Context: an optimization exercise on an open-source flow, tuned for small area, a short achievable clock period and few clock cycles per item. The choices shown serve that exercise and are no tape-out recipe.
At most, simulation tests tie the RTL to the original design; equivalence was not proved.

==> flow/design.v (excerpt) <==
module bitcoin_hash(input logic clk, reset_n, start,
	input logic [15:0] message_addr, output_addr,
	output logic done, mem_we,
	output logic [15:0] mem_addr,
	output logic [31:0] mem_write_data,
	input logic [31:0] mem_read_data);
For scale: ~5400 cells after synthesis, roughly 120 I/O pins.
make LEC_CHECK=0 CAP_MARGIN=20 CORE_MARGIN=2 CORE_UTILIZATION=40 SETUP_SLACK_MARGIN=5 SLEW_MARGIN=20 finish   # period 9.0 ns
run.sh (not shown) runs the stock make flow with config.mk's settings and CLKGATE_MAP_FILE= SYNTH_SCRIPT=/design/flow/synth_recipe.tcl, a recipe that flattens the netlist after the stock synthesis.
Edit:
--- a/flow/design.v
+++ b/flow/design.v
@@ -79,36 +79,43 @@
 			3'd2: iv = 32'h3c6ef372;
 			3'd3: iv = 32'ha54ff53a;
 			3'd4: iv = 32'h510e527f;
 			3'd5: iv = 32'h9b05688c;
 			3'd6: iv = 32'h1f83d9ab;
 			default: iv = 32'h5be0cd19;
 		endcase
 	endfunction
+	function automatic logic [63:0] csa(input logic [31:0] x, y, z);
+		csa = {x ^ y ^ z, ((x & y) | (x & z) | (y & z)) << 1};
+	endfunction
 	function automatic logic [31:0] ror(input logic [31:0] x, input int r);
 		ror = (x >> r) | (x << (32 - r));
 	endfunction
 	logic [31:0] a, b, c, d, e, f, g, h;
 	logic [31:0] w [16];
 	logic [31:0] mid [8];
 	logic [31:0] p;
 	logic [7:0] u;
 	logic [5:0] kj;
 	logic [4:0] n;
 	logic b1, run;
-	logic [31:0] s0, s1, ch, maj, t1, a_new, e_new;
+	logic [31:0] s0, s1, ch, maj, a_new, e_new;
+	logic [31:0] x1s, x1c, x2s, x2c, x3s, x3c, x4s, x4c;
 	always_comb begin
 		s1 = ror(e, 6) ^ ror(e, 11) ^ ror(e, 25);
 		ch = (e & f) ^ (~e & g);
 		s0 = ror(a, 2) ^ ror(a, 13) ^ ror(a, 22);
 		maj = (a & b) ^ (a & c) ^ (b & c);
-		t1 = p + s1 + ch;
-		a_new = t1 + s0 + maj;
-		e_new = t1 + d;
+		{x1s, x1c} = csa(p, s1, ch);
+		{x2s, x2c} = csa(x1s, x1c, d);
+		e_new = x2s + x2c;
+		{x3s, x3c} = csa(x1s, x1c, s0);
+		{x4s, x4c} = csa(x3s, x3c, maj);
+		a_new = x4s + x4c;
 	end
 	logic st_mid, st_iv, park, ff_first, ff_on, mid_shift, fold;
 	logic blk2_setup, w_mem, w_form, w_ff, w_nonce, w_pad, w_640, w_256;
 	always_comb begin
 		blk2_setup = run && !b1 && u == 8'd0;
 		st_mid = blk2_setup;
 		st_iv = run && u == 8'd66;
 		park = run && (b1 ? u == 8'd131 : u == 8'd65);
@@ -126,20 +133,22 @@
 		w_256 = run && !b1 && u == 8'd80;
 	end
 	logic [31:0] ff_x, ff_y, ff;
 	always_comb begin
 		ff_x = b1 ? iv(3'(u - 8'd131)) : mid[0];
 		ff_y = ff_first ? a : w[0];
 		ff = ff_x + ff_y;
 	end
-	logic [31:0] wf, wnew;
-	always_comb begin
-		wf = (ror(w[14], 17) ^ ror(w[14], 19) ^ (w[14] >> 10)) + w[9]
-		   + (ror(w[1], 7) ^ ror(w[1], 18) ^ (w[1] >> 3)) + w[0];
+	logic [31:0] wf, wnew, y1s, y1c, y2s, y2c;
+	always_comb begin
+		{y1s, y1c} = csa(ror(w[14], 17) ^ ror(w[14], 19) ^ (w[14] >> 10), w[9],
+		                 ror(w[1], 7) ^ ror(w[1], 18) ^ (w[1] >> 3));
+		{y2s, y2c} = csa(y1s, y1c, w[0]);
+		wf = y2s + y2c;
 		wnew = ({32{w_form}} & wf) | ({32{w_mem}} & mem_read_data) | ({32{w_ff}} & ff)
 		     | ({32{w_nonce}} & {27'd0, n}) | (w_pad ? 32'h80000000 : 32'd0)
 		     | (w_640 ? 32'd640 : 32'd0) | (w_256 ? 32'd256 : 32'd0);
 	end
 	logic [31:0] p_h, p_k;
 	always_comb begin
 		p_h = st_iv ? iv(3'd7) : (blk2_setup ? mid[7] : g);
 		p_k = fold ? 32'h307b5f59 : k(kj);	 
What happened: Synthesized area hardly moves. Final cell count falls by 1.4%. Clock-buffer cell count came out higher by 20. Wire length stays flat. Global-route usage goes up by 0.23 points. Worst hold slack gains 4.5 ps. First-iteration DRC count came out higher by 5.3%. Non-clock buffer count went down by 16. Worst setup slack is better by 1400 ps.
Testbench counts after the change, summed over its fixed seeds: cycles 51,792, jobs 24.
No functional check of the RTL was part of the first run of this note.

==> static timing again, ports no longer ideal <==
In the flow no input, the clock included, has a driving cell. The finished layouts below were timed again as built, in two steps.
Step 1 (the two cells are an assumption about what drives the block):
set clk [get_ports {clk}]
set_driving_cell -lib_cell sky130_fd_sc_hd__clkbuf_16 $clk
set_driving_cell -lib_cell sky130_fd_sc_hd__buf_2 [delete_from_list [all_inputs] $clk]
Step 2 adds t to the input delays and takes it off the output delays; t is the mean of the earliest and latest rising clock arrival at the registers after step 1. Input paths then give back, and output paths get back, about the clock's delay inside the block.
Slacks: no drivers / after step 1 / after step 2; pairs: no drivers / after step 1.
| run | shift t [ns] | setup WS [ns] | clock arrival spread, ns |
|---|---|---|---|
| the first run | 0.843 | 2.655 / 2.655 / 2.655 | 0.094 / 0.094 |
| the second run | 0.840 | 4.093 / 4.093 / 4.093 | 0.063 / 0.063 |
After both steps setup and hold are still met in every run listed.
